Context: an optimization exercise on an open-source flow, tuned for a short achievable clock period. The choices shown serve that exercise and are no tape-out recipe. In this exercise RTL edits were held to simulation tests only and were not proved equivalent to the original. No activity file was given, so power comes from the tool's default toggle rates.

### design/flow/config.mk
export PLATFORM = sky130hd
export DESIGN_NAME = mips_core
export DESIGN_NICKNAME = mips_core
export VERILOG_FILES = /design/flow/design.v
export SDC_FILE = /design/flow/constraint.sdc
export NUM_CORES = 4
export LEC_CHECK = 0
export CAP_MARGIN = 20
export CORE_MARGIN = 2
export CORE_UTILIZATION = 40
export SLEW_MARGIN = 20
### design/flow/constraint.sdc
create_clock -name core_clock -period 12.5 [get_ports {clk}]
set_input_delay 2.5000 -clock core_clock [delete_from_list [all_inputs] [get_ports {clk}]]
set_output_delay 2.5000 -clock core_clock [all_outputs]
set_load 0.01 [all_outputs]
### design/flow/design.v
module pc(
    input [31:0] newpc,
    input clk,
    input reset,
    output [31:0] oldpc
    );
	reg [31:0] _pc;
	always@(posedge clk or posedge reset)
	begin
		if(reset) _pc <= 32'h00003000;
		else begin
			_pc  <= newpc;
		end
	end
	assign oldpc = _pc;
endmodule
module npc(
   	input [31:0] oldPC,
	input [15:0] beq_imm,
	input [25:0] addr,
	input [31:0] reg_in,
	input [31:0] PC_ID,
	input beq_zero,    
    input [1:0] PC_sel,   
    output reg [31:0] newPC,
	output reg Flush,
	input Stall1,
	input Stall2
    );
   wire [31:0] PC4;
   wire [31:0] PC4_ID;
   assign PC4 = oldPC + 4;
   assign PC4_ID = PC_ID + 4;
	always @(*) begin
		if(Stall1 || Stall2) begin
			newPC = oldPC;
			Flush = 0;
		end
		else
			case(PC_sel)
				2'b00:	begin
					newPC = PC4;
					Flush = 0;
				end
				2'b01:	begin			
					if(beq_zero == 1) begin
						newPC = PC4_ID + {{14{beq_imm[15]}},beq_imm[15:0],2'b00}; 
						Flush = 1;
					end
					else begin
						newPC = PC4;	
						Flush = 0;
					end
				end
				2'b10:  
					begin
						newPC = {{PC4[31:28]},addr[25:0],2'b00};
						Flush = 1;
					end
				2'b11:  
				begin
					newPC = reg_in; 
					Flush = 1;
				end
			endcase
	 end	 
endmodule
module IF_ID (clk, rst, IRWr, Flush,
PC_in, im_dout, 
PC, instr);
   input clk;
   input rst;
   input IRWr; 
   input Flush;
   input  [31:0] PC_in;
   input  [31:0] im_dout;
   output reg [31:0] PC;
   output reg [31:0] instr;
   always @(posedge clk or posedge rst) begin
      if ( rst ) begin
         PC <= 0;
         instr <= 0;
      end
      else if (IRWr) begin
         if(Flush) begin
            PC <= PC_in;
            instr <= 32'b0;
         end
         else begin
            PC <= PC_in;
            instr <= im_dout;
         end
      end
   end  
endmodule
module ctrl(
    input [5:0] opcode,
    input [5:0] func,
    output reg [1:0] RegDst,
    output reg ALUSrc,
    output reg MemRead,
    output reg RegWrite,
    output reg MemWrite,
    output reg [1:0] DatatoReg,
    output reg [1:0] PC_sel,
    output reg ExtOp,
    output reg [4:0] ALUCtrl,
    output reg ShamtSrc,
	output reg Branch
    );
	always @(opcode or func ) begin
		case(opcode)
		6'b000000:    
				case(func)
				  6'b100001:
				  begin
					  RegDst = 2'b01;
					  ALUSrc = 0;
					  MemRead = 0;
					  RegWrite = 1;
					  MemWrite = 0;
					  DatatoReg = 2'b00;
					  PC_sel = 2'b00;
					  ExtOp = 0;
					  ALUCtrl = 5'b00001;		
					  ShamtSrc = 0;
					  Branch = 0;
				  end
				  6'b100011:
				  begin
					  RegDst = 2'b01;
				    ALUSrc = 0;
					  MemRead = 0;
					  RegWrite = 1;
					  MemWrite = 0;
					  DatatoReg = 2'b00;
					  PC_sel = 2'b00;
					  ExtOp = 0;
					  ALUCtrl = 5'b00011;		
					  ShamtSrc = 0;
					  Branch = 0;
				  end								
					6'b100000:
					begin
					  RegDst = 2'b01;
						ALUSrc = 0;
						MemRead = 0;
						RegWrite = 1;
						MemWrite = 0;
						DatatoReg = 2'b00;
						PC_sel = 2'b00;
						ExtOp = 0;
						ALUCtrl = 5'b00010;		
						ShamtSrc = 0;
						Branch = 0;
					end								
					6'b100010:
					begin
					  RegDst = 2'b01;
						ALUSrc = 0;
						MemRead = 0;
						RegWrite = 1;
						MemWrite = 0;
						DatatoReg = 2'b00;
						PC_sel = 2'b00;
						ExtOp = 0;
						ALUCtrl = 5'b00100;		
						ShamtSrc = 0;
						Branch = 0;
					end
					6'b100101:
					begin
					  RegDst = 2'b01;
						ALUSrc = 0;
						MemRead = 0;
						RegWrite = 1;
						MemWrite = 0;
						DatatoReg = 2'b00;
						PC_sel = 2'b00;
						ExtOp = 0;
						ALUCtrl = 5'b00110;		
						ShamtSrc = 0;
						Branch = 0;
					end
					6'b100100:
					begin
					  RegDst = 2'b01;
						ALUSrc = 0;
						MemRead = 0;
						RegWrite = 1;
						MemWrite = 0;
						DatatoReg = 2'b00;
						PC_sel = 2'b00;
						ExtOp = 0;
						ALUCtrl = 5'b00101;		
						ShamtSrc = 0;
						Branch = 0;
					end
					6'b000000:
					begin
					  RegDst = 2'b01;
						ALUSrc = 0;
						MemRead = 0;
						RegWrite = 1;
						MemWrite = 0;
						DatatoReg = 2'b00;
						PC_sel = 2'b00;
						ExtOp = 0;
						ALUCtrl = 5'b10001;
						ShamtSrc = 1;
						Branch = 0;
					end
					6'b000010:
					begin
					  RegDst = 2'b01;
						ALUSrc = 0;
						MemRead = 0;
						RegWrite = 1;
						MemWrite = 0;
						DatatoReg = 2'b00;
						PC_sel = 2'b00;
						ExtOp = 0;
						ALUCtrl = 5'b10010;
						ShamtSrc = 1;
						Branch = 0;
					end
					6'b000011:
					begin
					  RegDst = 2'b01;
						ALUSrc = 0;
						MemRead = 0;
						RegWrite = 1;
						MemWrite = 0;
						DatatoReg = 2'b00;
						PC_sel = 2'b00;
						ExtOp = 0;
						ALUCtrl = 5'b10011;
						ShamtSrc = 1;
						Branch = 0;
					end
			    6'b001000:
			    begin
			      RegDst = 2'b00;
				    ALUSrc = 0;
				    MemRead = 0;
				    RegWrite = 0;
				    MemWrite = 0;
				    DatatoReg = 2'b00;
				    PC_sel = 2'b11;
				    ExtOp = 0;
				    ALUCtrl = 3'b000;			
				    ShamtSrc = 0;
					Branch = 1;
			    end
			    6'b101010:
			    begin
					  RegDst = 2'b01;
						ALUSrc = 0;
						MemRead = 0;
						RegWrite = 1;
						MemWrite = 0;
						DatatoReg = 2'b00;
						PC_sel = 2'b00;
						ExtOp = 0;
						ALUCtrl = 5'b01001;		
						ShamtSrc = 0;
						Branch = 0;
					end
					default:
					begin
						RegDst = 2'b00;
						ALUSrc = 0;
						MemRead = 0;
						RegWrite = 0;
						MemWrite = 0;
						DatatoReg = 2'b00;
						PC_sel = 2'b00;
						ExtOp = 0;
						ALUCtrl = 3'b000;
						ShamtSrc = 0;
						Branch = 0;
					end
				endcase  
			6'b001000:
			begin
			  RegDst = 2'b00;
				ALUSrc = 1;
				MemRead = 0;
				RegWrite = 1;
				MemWrite = 0;
				DatatoReg = 2'b00;
				PC_sel = 2'b00;
				ExtOp = 1;
				ALUCtrl = 5'b00010;		
				ShamtSrc = 0;
				Branch = 0;
			end
			6'b001010:
			begin
			  RegDst = 2'b00;
				ALUSrc = 1;
				MemRead = 0;
				RegWrite = 1;
				MemWrite = 0;
				DatatoReg = 2'b00;
				PC_sel = 2'b00;
				ExtOp = 1;
				ALUCtrl = 5'b01001;		
				ShamtSrc = 0;
				Branch = 0;
			end
			6'b001101:   
			 begin
				 RegDst = 2'b00;
				 ALUSrc = 1;
				 MemRead = 0;
				 RegWrite = 1;
				 MemWrite = 0;
				 DatatoReg = 2'b00;
				 PC_sel = 2'b00;
				 ExtOp = 0;
				 ALUCtrl = 5'b00110;				
				 ShamtSrc = 0;
				 Branch = 0;
			 end
			 6'b001111:
			 begin
			   RegDst = 2'b00;
				 ALUSrc = 1;
				 MemRead = 0;
				 RegWrite = 1;
				 MemWrite = 0;
				 DatatoReg = 2'b00;
				 PC_sel = 2'b00;
				 ExtOp = 0;
				 ALUCtrl = 5'b10100;		
				 ShamtSrc = 0;
				 Branch = 0;
			 end
			6'b000100:  
			begin
				RegDst = 2'b00;
				ALUSrc = 0;
				MemRead = 0;
				RegWrite = 0;
				MemWrite = 0;
				DatatoReg = 2'b00;
				PC_sel = 2'b01;
				ExtOp = 0;
				ALUCtrl = 5'b01011;			
				ShamtSrc = 0;
				Branch = 1;
			end
			6'b000101:  
			begin
				RegDst = 2'b00;
				ALUSrc = 0;
				MemRead = 0;
				RegWrite = 0;
				MemWrite = 0;
				DatatoReg = 2'b00;
				PC_sel = 2'b01;
				ExtOp = 0;
				ALUCtrl = 5'b01100;			
				ShamtSrc = 0;
				Branch = 1;
			end
			6'b000010:
			begin
			  RegDst = 2'b00;
				ALUSrc = 0;
				MemRead = 0;
				RegWrite = 0;
				MemWrite = 0;
				DatatoReg = 2'b00;
				PC_sel = 2'b10;
				ExtOp = 0;
				ALUCtrl = 3'b000;			
				ShamtSrc = 0;
				Branch = 1;
			end
			6'b000011:
			begin
			  RegDst = 2'b10;
				ALUSrc = 0;
				MemRead = 0;
				RegWrite = 1;
				MemWrite = 0;
				DatatoReg = 2'b10;
				PC_sel = 2'b10;
				ExtOp = 0;
				ALUCtrl = 3'b000;			
				ShamtSrc = 0;
				Branch = 1;
			end
			6'b100011:
			begin
			  RegDst = 2'b00;
				ALUSrc = 1;
				MemRead = 1;
				RegWrite = 1;
				MemWrite = 0;
				DatatoReg = 2'b01;
				PC_sel = 2'b00;
				ExtOp = 0;
				ALUCtrl = 5'b11111;			
				ShamtSrc = 0;
				Branch = 0;
			end
			6'b101011:
			begin
			  RegDst = 2'b00;
				ALUSrc = 1;
				MemRead = 0;
				RegWrite = 0;
				MemWrite = 1;
				DatatoReg = 2'b00;
				PC_sel = 2'b00;
				ExtOp = 0;
				ALUCtrl = 5'b11110;			
				ShamtSrc = 0;
				Branch = 0;
			end
			default:
					begin
						RegDst = 2'b00;
						ALUSrc = 0;
						MemRead = 0;
						RegWrite = 0;
						MemWrite = 0;
						DatatoReg = 2'b00;
						PC_sel = 2'b00;
						ExtOp = 0;
						ALUCtrl = 3'b000;
					  ShamtSrc = 0;
					  Branch = 0;
					end
		endcase
	 end
endmodule
module RegDst_mux(
		input [1:0] RegDst,
		input [20:16] Instrl_rs,
		input [15:11] Instrl_rt,
		output reg [4:0] Reg_rd
    );
	always@(RegDst or Instrl_rs or Instrl_rt)begin
		case(RegDst)
			2'b00: Reg_rd = Instrl_rs[20:16];
			2'b01: Reg_rd = Instrl_rt[15:11];		
			2'b10: Reg_rd = 5'b11111;
			default: Reg_rd = 5'b00000;
		endcase
	end
endmodule
module ALUSrc_mux(
	input [31:0] grf_out,
	input [31:0] extend_out,
	input ALUSrc,
	output reg [31:0] ALUSrc_mux_out
	);	
	always@(grf_out or extend_out or ALUSrc)begin
		if(ALUSrc == 1) ALUSrc_mux_out = extend_out;
		else ALUSrc_mux_out = grf_out;
	end
endmodule
module ShamtSrc_mux(
  input [4:0] in,
  input ShamtSrc,
  output reg [4:0] out);
  always@(in or ShamtSrc) begin
    if(ShamtSrc == 1) out = in;
    else out = 5'b00000;
  end
endmodule
module DatatoReg_mux(
	input [31:0] ALU_data,
	input [31:0] Mem_data,
	input [31:0] PC_data,
	input [1:0]  DatatoReg,
	output reg [31:0] DatatoReg_out
	);
	always@(ALU_data or Mem_data or DatatoReg or PC_data) begin
		case(DatatoReg)
			2'b00: DatatoReg_out = ALU_data;
			2'b01: DatatoReg_out = Mem_data;	
			2'b10: DatatoReg_out = PC_data - 4;		
			default: DatatoReg_out = 32'h0000_0000;
		endcase
	end
endmodule
module ForwardA_mux(
	input [1:0] ForwardA,
	input [31:0] grf_out_A,  
	input [31:0] dm,  
	input [31:0] ALURes,  
	output reg [31:0] out
);
	always@(*) begin
		if(ForwardA == 2'b00)
			out <= grf_out_A;
		else if(ForwardA == 2'b01)
			out <= dm;
		else if(ForwardA == 2'b10)
			out <= ALURes;
		else
			out <= grf_out_A;
	end
endmodule
module ForwardB_mux(
	input [1:0] ForwardB,
	input [31:0] grf_out_B,
	input [31:0] dm, 
	input [31:0] ALURes,
	output reg [31:0] out
);
	always@(*) begin
		if(ForwardB == 2'b00)
			out <= grf_out_B;
		else if(ForwardB == 2'b01)
			out <= dm;
		else if(ForwardB == 2'b10)
			out <= ALURes;
		else
			out <= grf_out_B;
	end
endmodule
module Mux_Gpr(
	input Gpr_sel,
	input [31:0] WrData,
	input [31:0] GprData,
	output reg [31:0] out
);
	always @(*) begin
		if(Gpr_sel)
			out <= WrData;
		else
			out <= GprData;
	end
endmodule
module gpr(
    input clk,
	input rst,
	input [4:0] rs,
    input [4:0] rt,
    input [4:0] rd,
    input [31:0] wd,
    input we,
    output [31:0] outa,
    output [31:0] outb
    );
	reg [31:0] Gpr[31:0];
	wire [31:0] out1;
	wire [31:0] out2;
	genvar g;
	generate
		for(g = 0; g < 32; g = g+1) begin : regs
			always @(posedge clk or posedge rst) begin
				if(rst)
					Gpr[g] <= 0;
				else if(we && rd == g)
					Gpr[g] <= (rd == 0)?0:wd;
			end
		end
	endgenerate
	assign Gpr_sel1 = wd && (rd == rs);
	assign Gpr_sel2 = wd && (rd == rt);
	Mux_Gpr mux1(Gpr_sel1,wd,Gpr[rs],out1);
	Mux_Gpr mux2(Gpr_sel2,wd,Gpr[rt],out2);
	assign outa = (rs == 0) ? 0: out1;
	assign outb = (rt == 0) ? 0: out2;
endmodule
module extend(
    input [15:0] in,
    input ExtOp,
    output reg[31:0] out
    );
	always@(in or ExtOp)begin
		if(ExtOp == 1) out = {{16{in[15]}},in[15:0]};
		else out = {{16{1'b0}},in[15:0]};
	end
endmodule
module Forward_EX(EX_MEM_RegRd, MEM_WB_RegRd, EX_MEM_RegWr, MEM_WB_RegWr, ID_EX_RegRs, ID_EX_RegRt,
ForwardA_EX, ForwardB_EX);
    input [4:0] EX_MEM_RegRd;
    input [4:0] MEM_WB_RegRd;
    input EX_MEM_RegWr;
    input MEM_WB_RegWr;
    input [4:0] ID_EX_RegRs;
    input [4:0] ID_EX_RegRt;
    output reg [1:0] ForwardA_EX;
    output reg [1:0] ForwardB_EX;
    always @(*) begin
        if(EX_MEM_RegWr && EX_MEM_RegRd != 5'b00000 && EX_MEM_RegRd == ID_EX_RegRs ) begin
            ForwardA_EX <= 2'b10;
            ForwardB_EX <= 2'b00;
        end
        else if (EX_MEM_RegWr && EX_MEM_RegRd != 5'b00000 && EX_MEM_RegRd == ID_EX_RegRt) begin
            ForwardA_EX <= 2'b00;
            ForwardB_EX <= 2'b10;
        end
        else if (MEM_WB_RegWr && MEM_WB_RegRd != 5'b00000 && MEM_WB_RegRd == ID_EX_RegRs) begin
            ForwardA_EX <= 2'b01;
            ForwardB_EX <= 2'b00;
        end
        else if (MEM_WB_RegWr && MEM_WB_RegRd != 5'b00000 && MEM_WB_RegRd == ID_EX_RegRt) begin
            ForwardA_EX <= 2'b00;
            ForwardB_EX <= 2'b01;
        end
        else begin
            ForwardA_EX <= 2'b00;
            ForwardB_EX <= 2'b00;
        end
    end
endmodule
module Forward_ID(EX_MEM_RegRd, MEM_WB_RegRd, EX_MEM_RegWr, MEM_WB_RegWr, IF_ID_RegRs, IF_ID_RegRt,
ForwardA_ID, ForwardB_ID);
    input [4:0] EX_MEM_RegRd;
    input [4:0] MEM_WB_RegRd;
    input EX_MEM_RegWr;
    input MEM_WB_RegWr;
    input [4:0] IF_ID_RegRs;
    input [4:0] IF_ID_RegRt;
    output reg [1:0] ForwardA_ID;
    output reg [1:0] ForwardB_ID;
    always @(*) begin
        if(EX_MEM_RegWr && EX_MEM_RegRd != 5'b00000 && EX_MEM_RegRd == IF_ID_RegRs ) begin
            ForwardA_ID <= 2'b10;
            ForwardB_ID <= 2'b00;
        end
        else if (EX_MEM_RegWr && EX_MEM_RegRd != 5'b00000 && EX_MEM_RegRd == IF_ID_RegRt) begin
            ForwardA_ID <= 2'b00;
            ForwardB_ID <= 2'b10;
        end
        else if (MEM_WB_RegWr && MEM_WB_RegRd != 5'b00000 && MEM_WB_RegRd == IF_ID_RegRs) begin
            ForwardA_ID <= 2'b01;
            ForwardB_ID <= 2'b00;
        end
        else if (MEM_WB_RegWr && MEM_WB_RegRd != 5'b00000 && MEM_WB_RegRd == IF_ID_RegRt) begin
            ForwardA_ID <= 2'b00;
            ForwardB_ID <= 2'b01;
        end
        else begin
            ForwardA_ID <= 2'b00;
            ForwardB_ID <= 2'b00;
        end
    end
endmodule
module ID_comp(Instr_Type,in_A,in_B,isValid);
    input [5:0] Instr_Type;
    input [31:0] in_A;
    input [31:0] in_B;
    output reg isValid;
    always @(*) begin
        if(Instr_Type == 6'b000100)
            isValid <= ~|(in_A ^ in_B)?1'b1:1'b0;
        else if(Instr_Type == 6'b000101)
            isValid <= ~|(in_A ^ in_B)?1'b0:1'b1;
        else
            isValid <= 1'b0;
    end
endmodule
module Hazard_Data(IF_ID_RegRs, IF_ID_RegRt, ID_EX_RegRt, ID_EX_MemRead, Stall);
    input [4:0] IF_ID_RegRs;
    input [4:0] IF_ID_RegRt;
    input [4:0] ID_EX_RegRt;
    input ID_EX_MemRead;
    output reg Stall;
    always @(*) begin
        if(ID_EX_MemRead && 
        ((ID_EX_RegRt == IF_ID_RegRs) || (ID_EX_RegRt == IF_ID_RegRt)))
            Stall <= 1;
        else
            Stall <= 0;
    end
endmodule
module Hazard_Ctrl_1(IF_ID_RegRs1, IF_ID_RegRt1, ID_EX_RegRd1, ID_EX_RegWrite, Branch, Stall1);
    input [4:0] IF_ID_RegRs1;
    input [4:0] IF_ID_RegRt1;
    input [4:0] ID_EX_RegRd1;
    input ID_EX_RegWrite;
    input Branch;
    output reg Stall1;
    always @(*) begin
        if(ID_EX_RegWrite && Branch &&
        ((ID_EX_RegRd1 == IF_ID_RegRs1) || (ID_EX_RegRd1 == IF_ID_RegRt1)))
            Stall1 <= 1;
        else
            Stall1 <= 0;
    end
endmodule
module Hazard_Ctrl_2(IF_ID_RegRs2, IF_ID_RegRt2, ID_EX_RegRt2, ID_EX_MemRead2, IRWr_IF,IRWr_ID,IRWr_EX,IRWr_MEM,Branch2);
    input [4:0] IF_ID_RegRs2;
    input [4:0] IF_ID_RegRt2;
    input [4:0] ID_EX_RegRt2;
    input ID_EX_MemRead2;
    input Branch2;
    output reg IRWr_IF;
    output reg IRWr_ID;
    output reg IRWr_EX;
    output reg IRWr_MEM;
    always @(*) begin
        if(ID_EX_MemRead2 && Branch2 &&
        ((ID_EX_RegRt2 == IF_ID_RegRs2) || (ID_EX_RegRt2 == IF_ID_RegRt2))) begin
            IRWr_IF <= 1'b0;
            IRWr_ID <= 1'b0;
            IRWr_EX <= 1'b1;
            IRWr_MEM <= 1'b1;
        end
        else begin
            IRWr_IF <= 1'b1;
            IRWr_ID <= 1'b1;
            IRWr_EX <= 1'b1;
            IRWr_MEM <= 1'b1;
        end
    end
endmodule
module ID_EX (clk, rst, IRWr, Stall1, Stall2,
PC_in, im_dout, grf_out_A_in, grf_out_B_in, reg_write_no_in, RegDst_in, ALUOp_in, ALUSrc_in, Branch_in, MemRead_in, MemWrite_in, RegWrite_in, DatatoReg_in,ext_in,ShamtSrc_in,
PC, instr, grf_out_A, grf_out_B, reg_write_no , RegDst, ALUOp, ALUSrc, Branch, MemRead, MemWrite, RegWrite, DatatoReg, ext, ShamtSrc);               
   input clk;
   input rst;
   input IRWr; 
   input Stall1;
   input Stall2;
   input [31:0] PC_in;
   input [31:0] im_dout;
   input [31:0] grf_out_A_in;
   input [31:0] grf_out_B_in;
   input [31:0] ext_in;
   input [4:0] reg_write_no_in;
   input [1:0] RegDst_in;
   input [4:0] ALUOp_in;
   input ALUSrc_in;
   input Branch_in;
   input MemRead_in;
   input MemWrite_in;
   input RegWrite_in;
   input [1:0] DatatoReg_in;
   input ShamtSrc_in;
   output reg [31:0] PC;
   output reg [31:0] instr;
   output reg [31:0] grf_out_A;
   output reg [31:0] grf_out_B;
   output reg [31:0] ext;
   output reg [4:0] reg_write_no;
   output reg [1:0] RegDst;
   output reg [4:0] ALUOp;
   output reg ALUSrc;
   output reg Branch;
   output reg MemRead;
   output reg MemWrite;
   output reg RegWrite;
   output reg [1:0] DatatoReg;
   output reg ShamtSrc;
   always @(posedge clk or posedge rst) begin
      if ( rst ) begin
         PC <= 0;
         instr <= 0;
         grf_out_A <= 0;
         grf_out_B <= 0;
         reg_write_no <= 0;
         RegDst <= 0;
         ALUOp <= 5'b00000;
         ALUSrc <= 0;
         Branch <= 0;
         MemRead <= 0;
         MemWrite <= 0;
         RegWrite <= 0;
         DatatoReg <= 2'b00;
         ext <= 0;
         ShamtSrc <= 0;
      end
      else if (IRWr) begin
         if(Stall1 || Stall2) begin
            PC <= PC_in;
            instr <= im_dout;
            grf_out_A <= grf_out_A_in;
            grf_out_B <= grf_out_B_in;
            reg_write_no <= reg_write_no_in;
            RegDst <= RegDst_in;
            ALUOp <= ALUOp_in;
            ALUSrc <= ALUSrc_in;
            Branch <= Branch_in;
            MemRead <= 0;
            MemWrite <= 0;
            RegWrite <= 0;
            DatatoReg <= DatatoReg_in;
            ext <= ext_in;
            ShamtSrc <= ShamtSrc_in;
         end
         else begin
            PC <= PC_in;
            instr <= im_dout;
            grf_out_A <= grf_out_A_in;
            grf_out_B <= grf_out_B_in;
            reg_write_no <= reg_write_no_in;
            RegDst <= RegDst_in;
            ALUOp <= ALUOp_in;
            ALUSrc <= ALUSrc_in;
            Branch <= Branch_in;
            MemRead <= MemRead_in;
            MemWrite <= MemWrite_in;
            RegWrite <= RegWrite_in;
            DatatoReg <= DatatoReg_in;
            ext <= ext_in;
            ShamtSrc <= ShamtSrc_in;
         end
      end
   end  
endmodule
module alu(
    input [31:0] A,
    input [31:0] B,  
    input [4:0] ALUOp,
    input [4:0] shamt,
    input [15:0] offset,
    output reg [31:0] C
    );
	 always @(*) begin
		case(ALUOp)
			5'b00001: C = A + B;  
			5'b00011: C = A - B;  
			5'b00010: C = $signed(A) + $signed(B);  
			5'b00100: C = $signed(A) - $signed(B);  
			5'b00110: C = A | B;  
			5'b00101: C = A & B;  
			5'b10100: C = {B[15:0],16'h0000};  
			5'b10001: C = B << shamt;  
			5'b10010: C = B >> shamt;  
			5'b10011: C = $signed(B) >>> shamt;  
			5'b01001: begin  
			     if($signed(A)<$signed(B)) C = 32'h0001;
			     else C = 32'h0000;
			   end
			5'b11110: C = $signed(A) + {{16{offset[15]}},offset[15:0]};
			5'b11111: C = $signed(A) + {{16{offset[15]}},offset[15:0]};
			default: C = 32'h0000_0000;
		endcase
	 end
endmodule
module EX_MEM (clk, rst, IRWr, 
ext_in, ALURes_in,   grf_out_B_in, reg_write_no_in, Branch_in, MemRead_in, MemWrite_in, RegWrite_in, DatatoReg_in,
ext, ALURes,   grf_out_B, reg_write_no, Branch, MemRead, MemWrite, RegWrite, DatatoReg);
   input clk;
   input rst;
   input IRWr;
   input [31:0] ext_in;
   input [31:0] ALURes_in;
   input [31:0] grf_out_B_in;
   input [4:0] reg_write_no_in;
   input Branch_in;
   input MemRead_in;
   input MemWrite_in;
   input RegWrite_in;
   input [1:0] DatatoReg_in;
   output reg [31:0] ext;
   output reg [31:0] ALURes;
   output reg [31:0] grf_out_B;
   output reg [4:0] reg_write_no;
   output reg Branch;
   output reg MemRead;
   output reg MemWrite;
   output reg RegWrite;
   output reg [1:0] DatatoReg;
   always @(posedge clk or posedge rst) begin
      if ( rst ) begin
         ext <= 0;
         ALURes <= 0;
         grf_out_B <= 0;
         reg_write_no <= 0;
         Branch <= 0;
         MemRead <= 0;
         MemWrite <= 0;
         RegWrite <= 0;
         DatatoReg <= 0;
      end
      else if (IRWr) begin
         ext <= ext_in;
         ALURes <= ALURes_in;
         grf_out_B <= grf_out_B_in;
         reg_write_no <= reg_write_no_in;
         Branch <= Branch_in;
         MemRead <= MemRead_in;
         MemWrite <= MemWrite_in;
         RegWrite <= RegWrite_in;
         DatatoReg <= DatatoReg_in;
      end
   end  
endmodule
module MEM_WB (clk, rst, IRWr, 
MemAddr_in, Mem_out_in, reg_write_no_in, RegWrite_in, DatatoReg_in,
MemAddr, Mem_out, reg_write_no, RegWrite, DatatoReg);
   input clk;
   input rst;
   input IRWr; 
   input [31:0] MemAddr_in;
   input [31:0] Mem_out_in;
   input [4:0] reg_write_no_in;
   input RegWrite_in;
   input [1:0] DatatoReg_in;
   output reg [31:0] MemAddr;
   output reg [31:0] Mem_out;
   output reg [4:0] reg_write_no;
   output reg RegWrite;
   output reg [1:0] DatatoReg;
   always @(posedge clk or posedge rst) begin
      if ( rst ) begin
         MemAddr <= 0;
         Mem_out <= 0;
         reg_write_no <= 0;
         RegWrite <= 0;
         DatatoReg <= 0;
      end
      else if (IRWr) begin
         MemAddr <= MemAddr_in;
         Mem_out <= Mem_out_in;
         reg_write_no <= reg_write_no_in;
         RegWrite <= RegWrite_in;
         DatatoReg <= DatatoReg_in;
      end
   end  
endmodule
module mips_core(
	input         clk,
	input         reset,
	output [31:0] imem_addr,
	input  [31:0] imem_rdata,
	output [31:0] dmem_addr,
	output [31:0] dmem_wdata,
	output        dmem_we,
	output        dmem_re,
	input  [31:0] dmem_rdata
	);
	wire [31:0] old_PC;
	wire [31:0] new_PC;
	wire beq_zero;
	wire [1:0]  PC_sel;
	wire [31:0] Instrl;
	wire ExtOp;
	wire [31:0] ext_out;
	wire [1:0]  Data_to_Reg_sel;
	wire [31:0] Data_to_Reg;
	wire [1:0]  RegDst;
	wire [4:0]  Reg_rd;
	wire RegWrite;
	wire [31:0] grf_out_A;
	wire [31:0] grf_out_B;
	wire ShamtSrc;
	wire ALUSrc;
	wire [31:0] ALUSrc_out;
	wire [4:0]  ALUCtr;
	wire [4:0]  Shamt;
	wire [31:0] ALU_out;	 
	wire [31:0] dm_data_out;
	wire MemWrite;
	wire MemRead;
	wire [31:0] PC_ID;
	wire [31:0] Instrl_ID;
	wire IRWr_IF;
	wire Flush;
	wire [31:0] grf_out_A_comp;
	wire [31:0] grf_out_B_comp;
	wire [1:0] ForwardA_ID;
	wire [1:0] ForwardB_ID;
	wire IRWr_ID;
	wire Stall1;
	wire Stall2;
	wire Branch;
	wire [31:0] PC_EX;
	wire [31:0] Instrl_EX;
	wire [31:0] grf_out_A_EX;
	wire [31:0] grf_out_B_EX;
	wire [4:0] reg_write_no_EX;
	wire [1:0] RegDst_EX;
	wire [4:0] ALUOp_EX;
	wire ALUSrc_EX;
	wire Branch_EX;
	wire MemRead_EX;
	wire MemWrite_EX;
	wire RegWrite_EX;
	wire [1:0] DatatoReg_EX;
	wire [31:0] ext_EX;
	wire ShmatSrc_EX;
	wire [31:0] grf_out_A_alu;
	wire [31:0] grf_out_B_alu;
	wire [1:0] ForwardA_EX;
	wire [1:0] ForwardB_EX;
	wire IRWr_EX;
	wire IRWr_MEM;
	wire [31:0] ext_MEM;
	wire [31:0] ALURes_MEM;
	wire [31:0] grf_out_B_MEM;
	wire [4:0] reg_write_no_MEM;
	wire Branch_MEM;
	wire MemRead_MEM;
	wire MemWrite_MEM;
	wire RegWrite_MEM;
	wire [1:0] DatatoReg_MEM;
	wire [31:0] ALURes_WB;
	wire [31:0] Mem_out_WB;
	wire [4:0] reg_write_no_WB;
	wire RegWrite_WB;
	wire [1:0] DatatoReg_WB;
	assign imem_addr = old_PC;
	assign Instrl = imem_rdata;
	npc NPC(old_PC,Instrl_ID[15:0],Instrl_ID[25:0],grf_out_A,PC_ID,beq_zero,PC_sel,new_PC,Flush,Stall1,Stall2);
	pc  PC(new_PC,clk,reset,old_PC);
	IF_ID if_id(clk,reset,IRWr_IF,Flush,old_PC,Instrl,PC_ID,Instrl_ID);
	ctrl CTRL(Instrl_ID[31:26],Instrl_ID[5:0],RegDst,ALUSrc,MemRead,RegWrite,MemWrite,Data_to_Reg_sel,PC_sel,ExtOp,ALUCtr,ShamtSrc,Branch);
	RegDst_mux REGDST(RegDst,Instrl_ID[20:16],Instrl_ID[15:11],Reg_rd);
	gpr GRF(clk,reset,Instrl_ID[25:21],Instrl_ID[20:16],reg_write_no_WB,Data_to_Reg,RegWrite_WB,grf_out_A,grf_out_B);
	extend EXTEND(Instrl_ID[15:0],ExtOp,ext_out);
	Forward_ID FrID(reg_write_no_EX,reg_write_no_MEM,RegWrite_MEM,RegWrite_WB,Instrl_ID[25:21],Instrl_ID[20:16],ForwardA_ID, ForwardB_ID);
	ForwardA_mux FrA_ID(ForwardA_ID,grf_out_A,Data_to_Reg,ALU_out,grf_out_A_comp);
	ForwardB_mux FrB_ID(ForwardB_ID,grf_out_B,Data_to_Reg,ALU_out,grf_out_B_comp);
	ID_comp comp(Instrl_ID[31:26],grf_out_A_comp,grf_out_B_comp,beq_zero);
	Hazard_Data HzDt(Instrl_ID[25:21],Instrl_ID[20:16],Instrl_EX[20:16],MemRead_EX,Stall1);
	Hazard_Ctrl_1 HzCt1(Instrl_ID[25:21],Instrl_ID[20:16],reg_write_no_EX,RegWrite_EX,Branch_EX,Stall2);
	Hazard_Ctrl_2 HzCt2(Instrl_ID[25:21],Instrl_ID[20:16],Instrl_EX[20:16],MemRead_EX,IRWr_IF,IRWr_ID,IRWr_EX,IRWr_MEM,Branch_EX);
	ID_EX id_ex(clk,reset,IRWr_ID,Stall1,Stall2,PC_ID,Instrl_ID,grf_out_A,grf_out_B,Reg_rd,RegDst,ALUCtr,ALUSrc,Branch,MemRead,MemWrite,RegWrite,Data_to_Reg_sel,ext_out, ShamtSrc,
				PC_EX,Instrl_EX,grf_out_A_EX,grf_out_B_EX,reg_write_no_EX,RegDst_EX,ALUOp_EX,ALUSrc_EX,Branch_EX,MemRead_EX,MemWrite_EX,RegWrite_EX,DatatoReg_EX,ext_EX, ShmatSrc_EX);  
	Forward_EX FrEX(reg_write_no_MEM,reg_write_no_WB,RegWrite_MEM,RegWrite_WB,Instrl_EX[25:21],Instrl_EX[20:16],ForwardA_EX,ForwardB_EX);
	ForwardA_mux FrA_EX(ForwardA_EX,grf_out_A_EX,Data_to_Reg,ALURes_MEM,grf_out_A_alu);
	ForwardB_mux FrB_EX(ForwardB_EX,grf_out_B_EX,Data_to_Reg,ALURes_MEM,grf_out_B_alu);
	ALUSrc_mux ALUSRC(grf_out_B_alu,ext_EX,ALUSrc_EX,ALUSrc_out);
	ShamtSrc_mux SHAMTSRC(Instrl_EX[10:6],ShmatSrc_EX,Shamt);
	alu ALU(grf_out_A_alu,ALUSrc_out,ALUOp_EX,Shamt,Instrl_EX[15:0],ALU_out);
	EX_MEM ex_mem(clk,reset,IRWr_EX,ext_EX,ALU_out,grf_out_B_alu,reg_write_no_EX,Branch_EX,MemRead_EX,MemWrite_EX,RegWrite_EX,DatatoReg_EX,
					ext_MEM,ALURes_MEM,grf_out_B_MEM,reg_write_no_MEM,Branch_MEM,MemRead_MEM,MemWrite_MEM,RegWrite_MEM,DatatoReg_MEM);
	assign dmem_addr  = ALURes_MEM;
	assign dmem_wdata = grf_out_B_MEM;
	assign dmem_we    = MemWrite_MEM;
	assign dmem_re    = MemRead_MEM;
	assign dm_data_out = dmem_rdata;
	MEM_WB mem_wb(clk,reset,IRWr_MEM,ALURes_MEM,dm_data_out,reg_write_no_MEM,RegWrite_MEM,DatatoReg_MEM,
					ALURes_WB,Mem_out_WB,reg_write_no_WB,RegWrite_WB,DatatoReg_WB);
	DatatoReg_mux DATATOREG(ALURes_WB,Mem_out_WB,PC_EX,DatatoReg_WB,Data_to_Reg);
endmodule
### design/flow/run.sh
#!/bin/bash
# synth_recipe.tcl (not shown) runs the flow's synth.tcl, then flattens the netlist and writes it again
# the make line also repeats each setting of config.mk as NAME=value (left out here)
make -C /OpenROAD-flow-scripts/flow DESIGN_CONFIG=/design/flow/config.mk WORK_HOME=/design/flow/orfs CLKGATE_MAP_FILE= SYNTH_SCRIPT=/design/flow/synth_recipe.tcl finish
==> results_dict.tcl <==
set metrics [dict create \
    outcome "finished clean" \
    drt_iter0_drc 15900 \
    synth_fp_nets 10400 \
    cts_resized 0 \
    critical_path_arrival_ns 12.62 \
    grt_pass1_wl_um 698000 \
    clock_sinks 1375 \
    antenna_found_initial 49 \
    hold_class "flop to flop" \
    vias 91500 \
    die-height_um 461 \
    syn_inst 10100 \
    fp.dieW_um 461 \
    postCtsHoldBufs 0 \
    synth_edf_count 0 \
    drc_errors 0 \
    end_kind "flop" \
    critPathMaxStageDelay_ns 1.07 \
    regMostFlops "GRF.Gpr" \
    slowest_stage "o41ai_2" \
    io_buffers 163 \
    start_util_pct 40.3 \
    post-place-ws_ns 0.959 \
    tns_ns 0 \
    clock_path_buffers 3 \
    fmax_mhz 83.9 \
    grt_max_degree 166 \
    worst_pin_slew_ns 1.29 \
    setup_viol 0 \
    pwr_density_cell_nw_per_um2 133 \
    dr.pass1.iters 13 \
    power.share.clock_pct 39.2 \
    clkLatencyLatePin_ns 0.87 \
    post_cts_buffers 0 \
    switching_power_uw 4210 \
    crit_path_start_kind "flop" \
    p_comb_share_pct 21.0 \
    synth_cell_type_count 107 \
    cp_top_family "simple AND/OR/NAND/NOR gates" \
    p_int_uw 8420 \
    post-route-period-util_pct 95.3 \
    core.rowCount 167 \
    ctsHtreeMaxLevel 4 \
    multi_input_area_um2 46400 \
    synth-async-reset-ratio_pct 100 \
    dieArea_um2 213000 \
    area_growth_syn_to_layout_pct 13.9 \
    fin_util_pct 45.9 \
    n_fill_cell 20300 \
    fin_skew_ns 0.0568 \
    syn_area_um2 83600 \
    synth_seq_cells 1375 \
    max-cap-violations 0 \
    clk_pin_slew_ns 0.06 \
    core_um2 207000 \
    postRouteAntennaNets 0 \
    cts_root_buf "clkbuf_16" \
    drive_gt1_share_pct 9.19 \
    grt_pass1_vias 84900 \
    swShare_pct 33.4 \
    final_hold_viol_count 0 \
    overflow 0 \
    cp_common_cell "a21oi_1" \
    post_dp_cell_area_um2 89600 \
    synth-main-ff-cell "dfrtp_1" \
    rsz0062_at_grt "no" \
    avgSynthCellArea_um2 8.29 \
    synth.yosys.seq_area_share_pct 41.2 \
    seq_area_um2 34400 \
    grt_usage_pct 46.9 \
    required_ns 13.21 \
    largest_reg_flops 992 \
    routedWlPerCell_um 39.7 \
    timing.slew.headroom_pct 14.1 \
    tritoncts "yes" \
    design_area_um2 95200 \
    gp_congestion 1.04 \
    detail_route.vias_per_cell 7.08 \
    synth_warnings 29 \
    slew_violations 0 \
    numCtsBuffers 156 \
    ir_drop_uv 158 \
    criticalPathCategory "flop to flop" \
    wirelength_um 513000 \
    hpwl_um 344000 \
    p_seq_share_pct 39.8 \
    layout_setup_ws_ns 0.583 \
    period_minus_slack_ns 11.92 \
    crit_buf_inv 3 \
    final_nets 10300 \
    p_leak_uw 0.0405 \
    path_max_fanout 17 \
    top_level_ports 164 \
]
-- path summary, 6_finish.rpt --
check / from / slack [ns] / to / depth (start not counted)
worst max-delay path: mem_wb.reg_write_no[3]$_DFF_PP0_ / 0.58 / if_id.instr[23]$_DFFE_PP0N_ / 34
max in group asynchronous: reset / 7.83 / id_ex.instr[10]$_DFFE_PP0N_ / 5
worst max register to register: mem_wb.reg_write_no[3]$_DFF_PP0_ / 0.58 / if_id.instr[23]$_DFFE_PP0N_ / 34
min in group asynchronous: reset / 2.17 / GRF.Gpr[11][14]$_DFFE_PP0P_ / 3
worst min register to register: ex_mem.DatatoReg[1]$_DFF_PP0_ / 0.35 / mem_wb.DatatoReg[1]$_DFF_PP0_ / 0
worst min-delay path: ex_mem.DatatoReg[1]$_DFF_PP0_ / 0.35 / mem_wb.DatatoReg[1]$_DFF_PP0_ / 0
-- cell families (layout without fill, tap and decap cells) --
kind of cell,count (synthesis),after routing,share of synthesized area [%]
adders and majority gates,222,222,3.36
and+or+nand+nor,3567,3567,18.8
buffers and inverters,984,998,4.52
DFF,1375,1375,41.2
muxes,149,149,1.87
xor gates and xnor gates,221,221,2.31
AOI/OAI and AO/OA,3565,3565,27.9
other,0,31,0
-- worst reg2reg max path: cells and delay by family, from the launching register on --
| family | cells | cell delay [ns] |
|---|---|---|
| mux | 1 | 0.16 |
| simple gates | 13 | 4.99 |
| compound gates | 15 | 4.94 |
| buf+inv | 3 | 0.82 |
| fa+ha+maj | 1 | 0.39 |
| xor+xnor | 1 | 0.14 |
| flops | 1 | 0.32 |
-- cell usage after synthesis, types with 37 or more instances --
library cell	number	share of area [%]
o221ai_1	50	0.52
a22o_1	90	0.94
xor2_1	67	0.70
mux2i_1	125	1.5
nand4_1	161	1.2
clkbuf_1	703	3.2
nand2b_1	47	0.35
o31ai_1	46	0.41
a222oi_1	44	0.53
o211ai_1	57	0.51
o21ai_0	1323	7.9
buf_2	37	0.22
o22ai_1	74	0.55
inv_1	139	0.62
a21o_1	55	0.49
nor2b_1	38	0.28
and3_1	68	0.51
a22oi_1	793	7.1
a211oi_1	44	0.40
a21oi_1	391	2.3
ha_1	218	3.3
dfrtp_1	1373	41
xnor2_1	154	1.6
a221oi_1	98	1.0
a31oi_1	73	0.55
nor3_1	170	1.0
nor2_1	537	2.4
buf_1	90	0.40
nor4_1	59	0.44
or3_1	48	0.36
nand2_1	2013	9.0
nand3_1	230	1.4
o32a_1	42	0.50
-- layout make-up --
type	instances	area share, %
clock inverters	64	0.995
flip-flops and latches	1375	36.1
well taps	2788	3.66
repair buffers	573	5.11
inverters	148	0.587
clock buffers	213	4.71
diodes	31	0.0815
multi-input cells	7724	48.7
-- power groups by stage --
stage                     combinational [µW]  clock, µW  sequential, µW
final                                   2660       4950            5030
after global routing                    2800       5130            5050
after CTS                               2560       4940            5020
after detailed placement                2550          0            5100
after global placement                  2540          0            5100
after floorplan                         1560          0            4960
-- placed cells by master (no fill, tap or decap), types with 34 or more instances in the layout --
cell type	synthesis	final
inv_1	139	138
a21oi_1	391	390
a211oi_1	44	41
nand4_1	161	161
a222oi_1	44	44
o31ai_1	46	45
or3_1	48	48
nand2_1	2013	1980
nor4_1	59	56
buf_4	1	396
o221ai_1	50	48
xor2_1	67	67
o22ai_1	74	72
nand2b_1	47	47
dfrtp_1	1373	1368
and3_1	68	68
a21o_1	55	54
a31oi_1	73	73
a221oi_1	98	98
a22o_1	90	90
o21ai_1	23	42
o21ai_0	1323	1301
ha_1	218	218
mux2i_1	125	125
xnor2_1	154	154
nor3_1	170	162
nor2_1	537	471
o211ai_1	57	57
nor2b_1	38	34
clkdlybuf4s50_1	0	163
o32a_1	42	42
clkbuf_16	0	158
a22oi_1	793	793
nand3_1	230	222
nor2_4	1	58
-- per-layer routing --
metal	vias up	wire [µm]	track usage, %
li1	36800	-	-
met1	44400	188000	58.0
met2	7787	203000	64.8
met3	2431	73700	19.3
met4	47	47700	35.1
met5	-	605	0.643
-- per-stage QoR --
stage / hold slack (ns) / total power [µW] / cells
final: 0.350 / 12600 / 12900
after global routing: 0.364 / 13000 / 12900
after CTS: 0.356 / 12500 / 12900
after detailed placement: 0.335 / 7650 / 12600
after global placement: 0.363 / 7640 / 12600
after floorplan: 0.331 / 6520 / 10100

## static timing again, ports no longer ideal
No port has a modelled driver above. Below, the same layout with a new extraction and two added sets of constraints. Step 1 (the two cells are an assumption about what drives the block):
set clk [get_ports {clk}]
set_driving_cell -lib_cell sky130_fd_sc_hd__clkbuf_16 $clk
set_driving_cell -lib_cell sky130_fd_sc_hd__buf_2 [delete_from_list [all_inputs] $clk]
Step 2, shift: input delay + t, output delay - t, t = (earliest + latest rising clock arrival at the registers) / 2. This alone moves slack from input paths to output paths. Slacks: ideal / step 1 / step 2; pairs: ideal / step 1.
t (ns): 0.946
slack for setup (ns): 0.583 / 0.583 / 0.583
latest minus earliest clock arrival (ns): 0.057 / 0.057
worst register clock-pin slew, ns: 0.08 / 0.08
worst slew at a driven data input, ns: 0.05
After both steps setup and hold are still met in this run. The setup slack of this run moves by 0.000 ns with the drivers and by 0.000 ns with both steps.
